Background: an optimization exercise with open tools, aiming at small area, a short achievable clock period and few clock cycles. Do not read the settings as production practice. Function was checked by simulation only, so behaviour that the tests miss may differ from the original. Power and IR drop assume default switching activity.

File: flow/config.mk
export PLATFORM = sky130hd
export DESIGN_NAME = mips
export DESIGN_NICKNAME = mips
export VERILOG_FILES = /design/flow/design.v
export SDC_FILE = /design/flow/constraint.sdc
export NUM_CORES = 4
export LEC_CHECK = 0
export CAP_MARGIN = 20
export CORE_MARGIN = 2
export CORE_UTILIZATION = 50
export CTS_CLUSTER_DIAMETER = 80
export CTS_CLUSTER_SIZE = 24
export SLEW_MARGIN = 20
File: flow/constraint.sdc
create_clock -name core_clock -period 9.0 [get_ports {clk}]
set_input_delay 1.8000 -clock core_clock [delete_from_list [all_inputs] [get_ports {clk}]]
set_output_delay 1.8000 -clock core_clock [all_outputs]
set_load 0.01 [all_outputs]
File: flow/design.v
`timescale 1ns / 1ps
`timescale 1ns / 1ps
module mips(
    input clk,
    input reset,
    output [31:0] i_addr,
    input  [31:0] i_data,
    output [31:0] d_addr,
    output [31:0] d_wdata,
    output        d_we,
    output [31:0] d_pc,
    input  [31:0] d_rdata,
    output        reg_we,
    output [4:0]  reg_addr,
    output [31:0] reg_wdata,
    output [31:0] reg_pc
    );
    reg [31:0] pc;
    assign i_addr = pc;
    reg        d_v;
    reg [31:0] d_ir, dpc;
    reg [31:0] e_a, e_b, e_x, e_pc;
    reg        e_sub, e_or, e_lw, e_sw, e_beq, e_wr;
    reg [4:0]  e_dst;
    reg        e_fsl;
    reg [31:0] m_res, m_sd, m_pc;
    reg        m_lw, m_sw, m_wr;
    reg [4:0]  m_dst;
    reg [31:0] w_res, w_pc;
    reg        w_wr;
    reg [4:0]  w_dst;
    reg [31:0] rf [1:31];
    reg [31:1] rf_v;             
    wire [31:0] m_val = m_lw ? d_rdata : m_res;
    always @(posedge clk) begin
        if (m_wr) rf[m_dst] <= m_val;
    end
    always @(posedge clk) begin
        if (reset) rf_v <= 31'b0;
        else if (m_wr) rf_v[m_dst] <= 1'b1;
    end
    wire [5:0] op = d_ir[31:26];
    wire [5:0] fn = d_ir[5:0];
    wire [4:0] rs = d_ir[25:21];
    wire [4:0] rt = d_ir[20:16];
    wire [4:0] rd = d_ir[15:11];
    wire [15:0] imm = d_ir[15:0];
    wire [31:0] simm = {{16{imm[15]}}, imm};
    wire rtype = (op == 6'h00);
    wire i_add = d_v & rtype & (fn == 6'h20);
    wire i_sub = d_v & rtype & (fn == 6'h22);
    wire i_jr  = d_v & rtype & (fn == 6'h08);
    wire i_ori = d_v & (op == 6'h0d);
    wire i_lui = d_v & (op == 6'h0f);
    wire i_lw  = d_v & (op == 6'h23);
    wire i_sw  = d_v & (op == 6'h2b);
    wire i_beq = d_v & (op == 6'h04);
    wire i_jal = d_v & (op == 6'h03);
    wire beq_always = i_beq & (rs == rt);      
    wire beq_cond   = i_beq & (rs != rt);
    wire [4:0] dst = (i_add | i_sub) ? rd : i_jal ? 5'd31 : rt;
    wire wr = (i_add | i_sub | i_ori | i_lui | i_lw | i_jal) & (dst != 5'd0);
    wire use_a = i_add | i_sub | i_ori | i_lw | i_sw | beq_cond;    
    wire use_b = i_add | i_sub | beq_cond;                          
    wire e_hit_rs = e_wr & (e_dst == rs);
    wire e_hit_rt = e_wr & (e_dst == rt);
    wire stall = (e_lw & ((use_a & e_hit_rs) | (use_b & e_hit_rt))) | (i_jr & e_hit_rs);
    wire [4:0] n_rs = stall ? rs : i_data[25:21];
    wire [4:0] n_rt = stall ? rt : i_data[20:16];
    reg  [31:1] oh_s, oh_t;
    integer di;
    always @(posedge clk) begin
        for (di = 1; di < 32; di = di + 1) begin
            oh_s[di] <= (n_rs == di);
            oh_t[di] <= (n_rt == di);
        end
    end
    wire [31:1] sel_s = oh_s & rf_v;
    wire [31:1] sel_t = oh_t & rf_v;
    reg  [31:0] rf_s, rf_t;
    integer ri;
    always @(*) begin
        rf_s = 32'b0;
        rf_t = 32'b0;
        for (ri = 1; ri < 32; ri = ri + 1) begin
            rf_s = rf_s | ({32{sel_s[ri]}} & rf[ri]);
            rf_t = rf_t | ({32{sel_t[ri]}} & rf[ri]);
        end
    end
    wire [31:0] rs_val = (m_wr && m_dst == rs) ? m_val : rf_s;
    wire [31:0] rt_val = (m_wr && m_dst == rt) ? m_val : rf_t;
    wire [31:0] br_tgt = pc + {simm[29:0], 2'b00};
    wire [31:0] sum = e_a + e_b + {31'b0, e_sub};
    wire [31:0] res = e_or ? (e_a | e_b) : sum;
    wire taken = e_beq & (e_a == e_b);
    wire [31:0] sd = e_fsl ? d_rdata : e_x;
    reg [31:0] npc;
    always @(*) begin
        if (taken) npc = e_x;
        else if (stall) npc = pc;
        else if (i_jal) npc = {pc[31:28], d_ir[25:0], 2'b00};
        else if (beq_always) npc = br_tgt;
        else if (i_jr) npc = rs_val;
        else npc = pc + 32'd4;
    end
    always @(posedge clk) begin
        if (reset) pc <= 32'h00003000;
        else pc <= npc;
    end
    always @(posedge clk) begin
        if (reset) d_v <= 1'b0;
        else if (taken) d_v <= 1'b0;
        else if (!stall) d_v <= 1'b1;
    end
    always @(posedge clk) begin
        if (!stall) begin
            d_ir <= i_data;
            dpc <= pc;
        end
    end
    wire fwd_s = e_hit_rs & ~e_lw;
    wire fwd_t = e_hit_rt & ~e_lw;
    wire bubble = stall;
    always @(posedge clk) begin
        if (reset | bubble) begin
            e_lw <= 1'b0; e_sw <= 1'b0; e_beq <= 1'b0; e_wr <= 1'b0;
        end else begin
            e_lw <= i_lw; e_sw <= i_sw; e_beq <= beq_cond; e_wr <= wr;
        end
    end
    always @(posedge clk) begin
        e_sub <= i_sub;
        e_or  <= i_ori | i_lui;
        e_dst <= dst;
        e_fsl <= e_hit_rt & e_lw;
        e_pc  <= dpc;
        e_a   <= i_jal ? dpc : i_lui ? 32'b0 : fwd_s ? res : rs_val;
        e_b   <= (i_add | i_beq) ? (fwd_t ? res : rt_val) :
                 i_sub ? ~(fwd_t ? res : rt_val) :
                 i_jal ? 32'd8 :
                 i_lui ? {imm, 16'b0} :
                 i_ori ? {16'b0, imm} : simm;
        e_x   <= i_sw ? (fwd_t ? res : rt_val) : br_tgt;
    end
    always @(posedge clk) begin
        if (reset) begin
            m_lw <= 1'b0; m_sw <= 1'b0; m_wr <= 1'b0;
        end else begin
            m_lw <= e_lw; m_sw <= e_sw; m_wr <= e_wr;
        end
    end
    always @(posedge clk) begin
        m_res <= res;
        m_sd  <= sd;
        m_pc  <= e_pc;
        m_dst <= e_dst;
    end
    assign d_addr  = m_res;
    assign d_wdata = m_sd;
    assign d_we    = m_sw;
    assign d_pc    = m_pc;
    always @(posedge clk) begin
        if (reset) w_wr <= 1'b0;
        else w_wr <= m_wr;
    end
    always @(posedge clk) begin
        w_res <= m_val;
        w_pc  <= m_pc;
        w_dst <= m_dst;
    end
    assign reg_we    = w_wr;
    assign reg_addr  = w_dst;
    assign reg_wdata = w_res;
    assign reg_pc    = w_pc;
endmodule
File: flow/flow/run.sh
#!/bin/bash
# The standard layout, with timing repair aiming for more setup slack
# than the clock period needs (the SDC and clock period are unchanged).
bash standard.sh SETUP_SLACK_MARGIN=6 finish > standard.log 2>&1
File: flow/standard.sh
#!/bin/bash
# synth_recipe.tcl (not shown) runs the flow's synth.tcl, then flattens the netlist and writes it again
# the make line also repeats each setting of config.mk as NAME=value (left out here)
make -C /OpenROAD-flow-scripts/flow DESIGN_CONFIG=/design/flow/config.mk WORK_HOME=/design/flow/orfs CLKGATE_MAP_FILE= SYNTH_SCRIPT=/design/flow/synth_recipe.tcl "${@:-finish}"
==> impl_metrics.tcl, run 1 <==
set metrics [dict create \
    clock_path_buffers 3 \
    worst-path-stages 10 \
    dp_hpwl_um 194000 \
    cp_top_family "simple AND/OR/NAND/NOR gates" \
    syn_inst 5134 \
    antenna_found_initial 28 \
    slew_viol_final 0 \
    pwr-share-comb 0.072 \
    final_area_mm2 0.0807 \
    rr_startpoint "rf_v[15]$_SDFFE_PP0P_" \
    initial_utilization 0.503 \
    area_growth_pct 25.7 \
    yosysWarningCount 1 \
    fin_skew_ns 0.0412 \
    grt_max_degree 52 \
    placed_cells 6858 \
    holdWs_ns 0.329 \
    synth_area_per_cell_um2 12.5 \
    numCtsBuffers 83 \
    placed_cell_area_mm2 0.0691 \
    wl_um 361000 \
    arrival_ns 4.24 \
    cts_sinks 1496 \
    switching_power_mw 3.22 \
    drive_above_1_share 0.308 \
    dr_total_vias 59530 \
    setup-tns-final_ns 0 \
    max_freq_mhz 282 \
    rsz0062_at_grt "true" \
    rows 131 \
    r2r_cells 10 \
    fin_nets 5933 \
    crit_type "register to register" \
    coreArea_mm2 0.128 \
    gp_congestion 1.02 \
    final_cells 7519 \
    clk_pin_slew_ns 0.10 \
    tightest_slew_ns 1.32 \
    drcViolationCount 0 \
    top_register "rf" \
    die_height_um 362 \
    fin_crit_sh 0.394 \
    synth-async-reset-ratio 0 \
    clk_latency_ns 0.79 \
    dieArea_mm2 0.131 \
    cts_tree "done" \
    htreeDepth 3 \
    min_path_type "register to register" \
    crit_start "rf_v[15]$_SDFFE_PP0P_" \
    ir_drop_mv 0.154 \
    synth_edf_count 1056 \
    synth_nets 5307 \
    io_buffers 264 \
    critPathBufInv 1 \
    worstPathMaxFanout 23 \
    status "timing/DRC/antenna clean" \
    required_ns 9.69 \
    setup_viol 0 \
    grt_pass1_vias 52237 \
    p_leak_nw 28.8 \
    clkPwrFrac 0.347 \
    rrSetupSlack_ns 5.45 \
    switching_share 0.248 \
    startpoint_type "register" \
    powerDensity_mw_per_mm2 161 \
    hold_path.startpoint "e_pc[12]$_DFF_P_" \
    synth_ff_type "edfxtp_1" \
    yosysUniqueCellTypes 99 \
    cts_hold_buf 0 \
    first_iter_violations 13368 \
    slowest_stage "buf_4" \
    routedWlPerCell_um 48.1 \
    overflow 0 \
    dr.pass1.iters 9 \
    slowest_delay_ns 0.69 \
    drv_cap 0 \
    pwr-share-seq 0.581 \
    viasPerCell 7.92 \
    period_minus_slack_ns 3.55 \
    largest_reg_flops 992 \
    ys_seq_area_frac 0.631 \
    endpoint_kind "register" \
    netlist_area_mm2 0.0642 \
    slew_headroom 0.110 \
    grt_use_total 0.506 \
    holdPathStages 0 \
    grt_pass1_wl_um 449000 \
    power.total_mw 13.0 \
    die_x_um 362 \
    drtAntennaViolNets 0 \
    finalHoldViolCount 0 \
    path_cells "and2_4 > buf_4 > a22o_1 > a221oi_1 > nand4_1 > nor3_2 > a21oi_1 > nor2_1 > or3_1 > nand3_1" \
    ios 265 \
    internal_power_mw 9.77 \
    root_buffer "clkbuf_16" \
    ys_ff_latch 1496 \
]
path summary, 6_finish.rpt:
path / end
min: m_pc[12]$_DFF_P_
max reg2reg: e_b[28]$_DFF_P_
max: e_b[28]$_DFF_P_
min reg2reg: m_pc[12]$_DFF_P_
per-stage QoR:
| step | setup WS (ns) | utilization |
|---|---|---|
| after global placement | 4.67 | 0.542 |
| final | 5.45 | 0.633 |
| after global routing | 5.65 | 0.632 |
| after floorplan | 5.46 | - |
| after CTS | 5.74 | 0.597 |
| after detailed placement | 4.67 | 0.542 |
power groups by stage:
stage	logic (mW)	clock network, mW	registers, mW
finish	0.933	4.51	7.55
global route	0.950	4.70	7.55
CTS	0.734	4.45	7.55
detailed placement	0.613	0	7.72
global placement	0.610	0	7.72
floorplan	0.290	0	7.69
cell usage in the layout, fill, tap and decap left out, types with 42 or more instances in the layout:
cell                n
a221oi_1          195
ha_1               61
buf_6             208
a22o_1            230
clkdlybuf4s50_1    51
mux2_2             53
xnor2_1            46
o21ai_0            86
nor2_1            209
edfxtp_1         1056
mux2i_1            42
nand4_1           131
dfxtp_4            63
a222oi_1           49
dfxtp_2           128
a22oi_1           455
a21oi_1           143
a21oi_2            43
nor3_1             52
inv_1             112
nand3_1           130
dfxtp_1           249
clkbuf_16          98
nand2_1           285
and2_4             57
buf_4             423
o211ai_1           43
buf_2              59
buf_12             67
and3_1             47
synthesized netlist by cell type (all sizes together) (10+ instances only):
| cell type | count | share of area |
|---|---|---|
| a2111oi | 13 | 0.0020 |
| a211oi | 34 | 0.0047 |
| a21o | 21 | 0.0025 |
| a21oi | 194 | 0.015 |
| a221oi | 216 | 0.029 |
| a222oi | 49 | 0.0076 |
| a22o | 230 | 0.031 |
| a22oi | 459 | 0.054 |
| a31oi | 42 | 0.0052 |
| and2 | 75 | 0.0073 |
| and3 | 55 | 0.0054 |
| and4 | 10 | 0.0014 |
| buf | 107 | 0.0081 |
| clkbuf | 246 | 0.014 |
| dfxtp | 440 | 0.14 |
| edfxtp | 1056 | 0.49 |
| ha | 104 | 0.020 |
| inv | 134 | 0.0078 |
| mux2 | 63 | 0.011 |
| mux2i | 58 | 0.0091 |
| nand2 | 316 | 0.019 |
| nand2b | 17 | 0.0017 |
| nand3 | 137 | 0.011 |
| nand3b | 12 | 0.0014 |
| nand4 | 131 | 0.013 |
| nor2 | 260 | 0.015 |
| nor2b | 12 | 0.0012 |
| nor3 | 97 | 0.0076 |
| nor3b | 12 | 0.0015 |
| nor4 | 48 | 0.0053 |
| o211ai | 43 | 0.0050 |
| o21a | 21 | 0.0025 |
| o21ai | 145 | 0.011 |
| o221ai | 10 | 0.0014 |
| o31a | 11 | 0.0015 |
| o31ai | 12 | 0.0018 |
| or3 | 27 | 0.0026 |
| or4 | 14 | 0.0018 |
| xnor2 | 55 | 0.0075 |
| xor2 | 45 | 0.0061 |
cell type report:
cell class              instances  area, um^2
diodes                         33        82.6
clock buffers                 107        2210
clock inverters                42         547
fillers                      9839       46800
inverters                     135         543
multi-input cells            3173       25500
flip-flops and latches       1496       40900
well taps                    1662        2080
repair buffers                864        8750
repair inverters                7        52.6
kinds of logic (layout without fill, tap and decap cells):
kind of cell / Yosys count / in the layout / synth area share
compound gates: 1572 / 1572 / 0.185
mux: 121 / 137 / 0.0202
buf+inv: 488 / 1155 / 0.0303
simple gates: 1250 / 1257 / 0.0980
xor+xnor: 100 / 100 / 0.0136
fa+ha+maj: 107 / 107 / 0.0212
other cells: 0 / 33 / 0
flops: 1496 / 1496 / 0.631
metal layers:
metal | GRT usage | wire length (um)
met3 | 0.219 | 64400
met1 | 0.603 | 113000
met5 | 0.00851 | 977
met2 | 0.719 | 143000
met4 | 0.386 | 40300
what timing repair did:
| action | in CTS | in global routing |
|---|---|---|
| cloned | 14 | 35 |
| pin swaps | 97 | 179 |
| setup buffers | 207 | 219 |
| endpoints found under the setup margin | 678 | 569 |
| gates resized for setup | 1662 | 517 |
Testbench counts, summed over its fixed seeds: cycles 28,575.
==> run 2, diff against run 1 <==
--- a/flow/design.v
+++ b/flow/design.v
@@ -33,2 +33,8 @@
     reg [31:1] rf_v;             
+    reg [31:1] rf_v_n;
+    integer vi;
+    always @(*) begin
+        for (vi = 1; vi < 32; vi = vi + 1)
+            rf_v_n[vi] = ~reset & (rf_v[vi] | (m_wr & (m_dst == vi)));
+    end
     wire [31:0] m_val = m_lw ? d_rdata : m_res;
@@ -38,4 +44,3 @@
     always @(posedge clk) begin
-        if (reset) rf_v <= 31'b0;
-        else if (m_wr) rf_v[m_dst] <= 1'b1;
+        rf_v <= rf_v_n;
     end
@@ -73,8 +78,8 @@
         for (di = 1; di < 32; di = di + 1) begin
-            oh_s[di] <= (n_rs == di);
-            oh_t[di] <= (n_rt == di);
+            oh_s[di] <= (n_rs == di) & rf_v_n[di];
+            oh_t[di] <= (n_rt == di) & rf_v_n[di];
         end
     end
-    wire [31:1] sel_s = oh_s & rf_v;
-    wire [31:1] sel_t = oh_t & rf_v;
+    wire [31:1] sel_s = oh_s;
+    wire [31:1] sel_t = oh_t;
     reg  [31:0] rf_s, rf_t;
==> impl_metrics.tcl, run 2 <==
set metrics [dict create \
    status "timing/DRC/antenna clean" \
    synth-async-reset-ratio 0 \
    rrSetupSlack_ns 5.72 \
    slew_viol_final 0 \
    final_area_mm2 0.0775 \
    finalHoldViolCount 0 \
    fin_skew_ns 0.0510 \
    startpoint_type "register" \
    r2r_cells 11 \
    grt_pass1_wl_um 434000 \
    clk_latency_ns 0.77 \
    synth_most_common_cell "edfxtp_1" \
    r2r_end "e_x[10]$_DFF_P_" \
    fin_nets 5544 \
    layout_commonest_cell "edfxtp_1" \
    ir_drop_mv 0.162 \
    setup_viol 0 \
    top_register "rf" \
    min_path_type "register to register" \
    cts_tree "done" \
    clk_pin_slew_ns 0.10 \
    htreeDepth 3 \
    crit_type "register to register" \
    rows 130 \
    clock_path_buffers 3 \
    syn_inst 4862 \
    holdPathStages 0 \
    drive_above_1_share 0.286 \
    synth_fa_ha_area_frac 0.0193 \
    period_minus_slack_ns 3.28 \
    required_ns 9.60 \
    cts_sinks 1496 \
    grt_pass1_vias 50687 \
    setup-tns-final_ns 0 \
    arrival_ns 3.87 \
    dieArea_mm2 0.128 \
    slowest_delay_ns 0.54 \
    drtAntennaViolNets 0 \
    synth_area_per_cell_um2 12.9 \
    antenna_found_initial 28 \
    yosys-mux-area-fraction 0.0204 \
    p_leak_nw 27.5 \
    netlist_area_mm2 0.0628 \
    placed_cell_area_mm2 0.0680 \
    yosysWarningCount 1 \
    synthTopCellsByArea "edfxtp_1 (50%), dfxtp_1 (14%), a22oi_1 (4.3%)" \
    area_growth_pct 23.4 \
    synth_common_cells "edfxtp_1 (1056), dfxtp_1 (440), a22oi_1 (361), a221oi_1 (293), a22o_1 (284)" \
    synth-simple-area-share 0.0811 \
    synth_edf_count 1056 \
    path_cells "buf_4 > a22o_1 > a221oi_1 > nand4_1 > nor3_2 > a21oi_1 > nor2_1 > a31oi_4 > buf_4 > nand2_1 > o21ai_0" \
    largest_reg_flops 992 \
    first_iter_violations 15314 \
    cts_hold_buf 0 \
    grt_max_degree 55 \
    root_buffer "clkbuf_16" \
    mostFrequentLayoutCells "edfxtp_1 (1056), a22oi_1 (361), buf_4 (335)" \
    power.total_mw 12.7 \
    synth_top_area_share 0.505 \
    slew_headroom 0.154 \
    initial_utilization 0.502 \
    dp_hpwl_um 190000 \
    synth_compound_area_frac 0.194 \
    synth_ff_type "edfxtp_1" \
    grt_use_total 0.500 \
    dr.pass1.iters 21 \
    max_freq_mhz 305 \
    drv_cap 0 \
    endpoint_kind "register" \
    dr_total_vias 57272 \
    overflow 0 \
    synth_xor_area_frac 0.0131 \
    critical_path.most_common_cell "buf_4" \
    drcViolationCount 0 \
    ios 265 \
    slowest_stage "nor3_2" \
    hold_path.startpoint "e_pc[15]$_DFF_P_" \
    gp_congestion 1.02 \
    wl_um 344000 \
    synth_area_leader_cell "edfxtp_1" \
    synth_top_family_by_area "compound AO/OA/AOI/OAI gates" \
    yosysUniqueCellTypes 91 \
    min_to "m_pc[15]$_DFF_P_" \
    routedWlPerCell_um 48.3 \
    tightest_slew_ns 1.27 \
    finish.utilization 0.620 \
    powerDensity_mw_per_mm2 164 \
    synth_nets 5023 \
    worstPathMaxFanout 23 \
    die_x_um 358 \
    ys_seq_area_frac 0.645 \
    fillers 9527 \
    viasPerCell 8.03 \
    die_height_um 358 \
    ys_ff_latch 1496 \
    rsz0062_at_grt "true" \
    coreArea_mm2 0.125 \
    io_buffers 264 \
    numCtsBuffers 79 \
    fin_crit_sh 0.364 \
    rr_startpoint "oh_t[26]$_DFF_P_" \
]
==> run 2: changes by cell type in the layout (fill, tap and decap cells not counted), sizes merged, moves of 21 or more <==
cell	before	now
buf	784	666
a22oi	459	361
nand2	316	227
a221oi	216	294
and2	82	12
a22o	230	284
a21oi	194	152
a31oi	42	9
nor2	260	227
nand3	137	107
o21ai	145	171
nor4	48	23
nor3	97	118
==> run 2: how the worst max path moves through the flow <==
| stage | from | endpoint | slack [ns] | cells past startpoint |
|---|---|---|---|---|
| global placement | d_rdata[8] | e_b[8]$_DFF_P_ | 4.50 | 8 |
| global route | e_b[0]$_DFF_P_ | e_x[24]$_DFF_P_ | 5.73 | 15 |
| finish | oh_t[26]$_DFF_P_ | e_x[10]$_DFF_P_ | 5.72 | 11 |
| floorplan | d_ir[25]$_DFFE_PN_ | pc[21]$_SDFFE_PP0P_ | 5.89 | 10 |
| detailed placement | d_rdata[8] | e_b[8]$_DFF_P_ | 4.47 | 8 |
| CTS | m_res[10]$_DFF_P_ | d_addr[10] | 5.80 | 1 |
==> run 2: final cells by class <==
class                           instances  area, um^2  area share
Clock inverter                         31         415     0.00536
Inverter                              121         489     0.00631
Antenna cell                           30        75.1    0.000968
Multi-Input combinational cell       2944       23900       0.308
Clock buffer                          115        2160      0.0279
Timing Repair inverter                  2        12.5    0.000161
Timing Repair Buffer                  739        7360      0.0949
Tap cell                             1650        2060      0.0266
Sequential cell                      1496       41000       0.530
==> run 2: critical path, delay by kind of cell (launching register included) <==
kind | cells | cell delay (ns)
buffers and inverters | 2 | 0.62
DFF | 1 | 0.52
and+or+nand+nor | 4 | 1.00
AOI/OAI and AO/OA | 5 | 0.93
==> run 2: cells by family (layout without fill, tap and decap cells) <==
| family | Yosys count | count (layout) |
|---|---|---|
| compound gates | 1588 | 1588 |
| xor+xnor | 94 | 94 |
| fa+ha+maj | 95 | 95 |
| buf+inv | 446 | 1008 |
| flops | 1496 | 1496 |
| mux | 119 | 142 |
| other cells | 0 | 30 |
| simple gates | 1024 | 1025 |
==> run 2: metal layers <==
layer / share of wire / vias up / global-route usage
met2: 0.38 / 6941 / 0.656
met4: 0.10 / 18 / 0.310
met1: 0.33 / 27763 / 0.666
met5: 0.00047 / - / 0
li1: - / 20679 / -
met3: 0.19 / 1871 / 0.230
==> run 2: timing repair <==
action                                  in CTS  in global routing
gates cloned                                11                 26
setup buffers                              163                138
pin swaps                                   87                142
endpoints found under the setup margin     538                374
gates resized for setup                   1610                443
==> run 2: through the flow <==
stage | hold slack (ns) | setup slack [ns] | std cells
floorplan | 0.310 | 5.89 | 4862
global route | 0.336 | 5.73 | 7099
finish | 0.326 | 5.72 | 7128
CTS | 0.331 | 5.80 | 6934
global placement | 0.311 | 4.50 | 6614
detailed placement | 0.312 | 4.47 | 6614
==> run 2: power by group <==
| part | switching (mW) | internal, mW |
|---|---|---|
| combinational | 0.522 | 0.306 |
| clock | 2.47 | 1.87 |
| sequential | 0.0898 | 7.45 |
Testbench counts of run 2, summed over its fixed seeds: cycles 28,575.
==> run 3, diff against run 2 <==
--- a/flow/config.mk
+++ b/flow/config.mk
@@ -9,3 +9,3 @@
 export CORE_MARGIN = 2
-export CORE_UTILIZATION = 50
+export CORE_UTILIZATION = 45
 export CTS_CLUSTER_DIAMETER = 80
==> impl_metrics.tcl, run 3 <==
set metrics [dict create \
    fin_skew_ns 0.0685 \
    setup_viol 0 \
    fin_nets 5468 \
    min_to "m_pc[27]$_DFF_P_" \
    synth_ff_type "edfxtp_1" \
    overflow 0 \
    setup-tns-final_ns 0 \
    synth_nets 5023 \
    grt_max_degree 59 \
    ys_seq_area_frac 0.645 \
    p_leak_nw 27.1 \
    required_ns 9.56 \
    synth_edf_count 1056 \
    first_iter_violations 13222 \
    yosysWarningCount 1 \
    cts_sinks 1496 \
    ys_ff_latch 1496 \
    synth_top_area_share 0.505 \
    fin_ws_ns 5.55 \
    clk_latency_ns 0.78 \
    powerDensity_mw_per_mm2 166 \
    antenna_found_initial 22 \
    pre_cts_ws_ns 4.46 \
    dp_hpwl_um 180000 \
    endpoint_kind "register" \
    mostFrequentLayoutCells "edfxtp_1 (1056), a22oi_1 (360), buf_4 (294)" \
    drive_above_1_share 0.276 \
    top_register "rf" \
    tightest_slew_ns 1.23 \
    r2r_cells 10 \
    ios 265 \
    slew_headroom 0.178 \
    yosysUniqueCellTypes 91 \
    holdPathStages 0 \
    gp_congestion 1.02 \
    max_freq_mhz 290 \
    worstPathMaxFanout 22 \
    fin_crit_sh 0.384 \
    r2r_end "pc[4]$_SDFFE_PP0P_" \
    rrSetupSlack_ns 5.55 \
    largest_reg_flops 992 \
    dr.pass1.iters 14 \
    wl_um 334000 \
    synth_area_per_cell_um2 12.9 \
    synth_common_cells "edfxtp_1 (1056), dfxtp_1 (440), a22oi_1 (361), a221oi_1 (293), a22o_1 (284)" \
    power.total_mw 12.8 \
    final_area_mm2 0.0771 \
    htreeDepth 3 \
    dr_total_vias 56654 \
    numCtsBuffers 82 \
    netlist_area_mm2 0.0628 \
    slew_viol_final 0 \
    placed_cell_area_mm2 0.0681 \
    routedWlPerCell_um 46.0 \
    synth_most_common_cell "edfxtp_1" \
    cts_tree "done" \
    period_minus_slack_ns 3.45 \
    layout_commonest_cell "edfxtp_1" \
    grt_use_total 0.438 \
    drcViolationCount 0 \
    drtAntennaViolNets 0 \
    grt_pass1_wl_um 426000 \
    root_buffer "clkbuf_16" \
    arrival_ns 4.01 \
    initial_utilization 0.452 \
    ir_drop_mv 0.177 \
    drv_cap 0 \
    rr_startpoint "oh_s[1]$_DFF_P_" \
    syn_inst 4862 \
    die_height_um 378 \
    clk_pin_slew_ns 0.09 \
    finish.utilization 0.555 \
    synthTopCellsByArea "edfxtp_1 (50%), dfxtp_1 (14%), a22oi_1 (4.3%)" \
    rsz0062_at_grt "true" \
    status "timing/DRC/antenna clean" \
    crit_type "register to register" \
    startpoint_type "register" \
    finalHoldViolCount 0 \
    clock_path_buffers 3 \
    coreArea_mm2 0.139 \
    dieArea_mm2 0.143 \
    io_buffers 264 \
    synth-async-reset-ratio 0 \
    synth_area_leader_cell "edfxtp_1" \
    viasPerCell 7.79 \
    hold_path.startpoint "e_pc[27]$_DFF_P_" \
    die_x_um 378 \
    area_growth_pct 22.8 \
    rows 137 \
    grt_pass1_vias 50371 \
    min_path_type "register to register" \
]
==> run 3: changes by cell type in the layout (fill, tap and decap cells not counted), moves of 8 or more <==
cell     change
buf_4       -41
a21oi_2     -10
dfxtp_1     +13
o21ai_4      +9
buf_6       -42
a21oi_1     +10
buf_2       +15
nor2_1       -8
o21ai_0     -15
diode_2     -12
mux2_2       -8
dfxtp_4     -19
==> run 3: final cells by class <==
| cell class | instances | area [um^2] |
|---|---|---|
| clock inverter | 40 | 552 |
| timing repair buffer | 667 | 6560 |
| antenna | 18 | 45.0 |
| sequential | 1496 | 41000 |
| tap | 1876 | 2350 |
| inverter | 121 | 478 |
| timing repair inverter | 1 | 5.00 |
| fill | 11372 | 61900 |
| multi-input combinational | 2938 | 24000 |
| clock buffer | 112 | 2160 |
==> run 3: logic make-up (layout without fill, tap and decap cells) <==
| logic type | count (synthesis) | after routing | synth area share |
|---|---|---|---|
| compound gates | 1588 | 1588 | 0.194 |
| xor+xnor | 94 | 94 | 0.0131 |
| fa+ha+maj | 95 | 95 | 0.0193 |
| buf+inv | 446 | 941 | 0.0276 |
| flops | 1496 | 1496 | 0.645 |
| mux | 119 | 136 | 0.0204 |
| other cells | 0 | 18 | 0 |
| simple gates | 1024 | 1025 | 0.0811 |
==> run 3: worst max path at each step <==
| stage | endpoint | cells past startpoint | start |
|---|---|---|---|
| finish | pc[4]$_SDFFE_PP0P_ | 10 | oh_s[1]$_DFF_P_ |
| CTS | oh_s[7]$_DFF_P_ | 11 | d_ir[30]$_DFFE_PN_ |
| floorplan | pc[21]$_SDFFE_PP0P_ | 10 | d_ir[25]$_DFFE_PN_ |
| global route | pc[28]$_SDFFE_PP0P_ | 8 | d_rdata[28] |
| detailed placement | e_b[21]$_DFF_P_ | 12 | d_ir[29]$_DFFE_PN_ |
| global placement | e_b[21]$_DFF_P_ | 13 | d_ir[28]$_DFFE_PN_ |
==> run 3: timing repair <==
action,CTS,global route
gates resized for setup,1593,394
setup endpoints to repair,471,363
buffers inserted,140,101
pin swaps,73,148
hold buffers,0,0
cloned,16,17
==> run 3: layer usage <==
metal  wire length, um  global-route usage
met5               410             0.00480
met3             61500               0.195
met2            130000               0.589
met1            109000               0.560
met4             33600               0.306
==> run 3: report_power, final <==
| part | switching [mW] | total [mW] | internal, mW | leakage [nW] |
|---|---|---|---|---|
| combinational | 0.490 | 0.782 | 0.292 | 12.5 |
| sequential | 0.101 | 7.55 | 7.45 | 13.3 |
| clock | 2.53 | 4.45 | 1.92 | 1.32 |
==> run 3: stage by stage <==
| step | hold WS [ns] | std cells |
|---|---|---|
| floorplan | 0.310 | 4862 |
| finish | 0.327 | 7269 |
| global route | 0.334 | 7251 |
| global placement | 0.313 | 6825 |
| detailed placement | 0.313 | 6825 |
| CTS | 0.330 | 7133 |
==> run 3: worst max-delay path: stages, from the launching register on <==
cell	delay [ns]
dfxtp_2	0.54
buf_4	0.43
a22o_1	0.29
a221oi_1	0.28
nand4_1	0.24
nor3_4	0.53
a21oi_1	0.24
a221oi_1	0.33
nand2_1	0.09
o2111ai_1	0.12
a21oi_1	0.09

-- what the ideal ports hide --
Ports are ideal in the flow. The routed layouts listed here were re-timed in OpenROAD.
Step 1: set_driving_cell puts a clkbuf_16 on clk and a buf_2 on each other input, an assumption about the parent block.
Step 2 also shifts input and output timing later by t, the mid clock arrival at the registers, as if the neighbouring blocks saw the same clock.
Three values: no drivers, after step 1, after step 2; two values: the first two.
run | t, ns | slack for setup (ns) | clock arrival spread, ns | worst slew at a driven data input, ns | pins driven straight from the clock port
run 1 | 0.858 | 5.452 / 5.452 / 4.965 | 0.046 / 0.046 | 0.07 | 1
run 2 | 0.831 | 5.725 / 5.725 / 5.023 | 0.057 / 0.058 | 0.13 | 1
run 3 | 0.836 | 5.547 / 5.547 / 4.987 | 0.076 / 0.076 | 0.12 | 1
After both steps setup and hold are still met in every run listed. For run 2, which loses most, drivers alone change the setup slack by 0.000 ns; drivers and shift together by -0.702 ns.
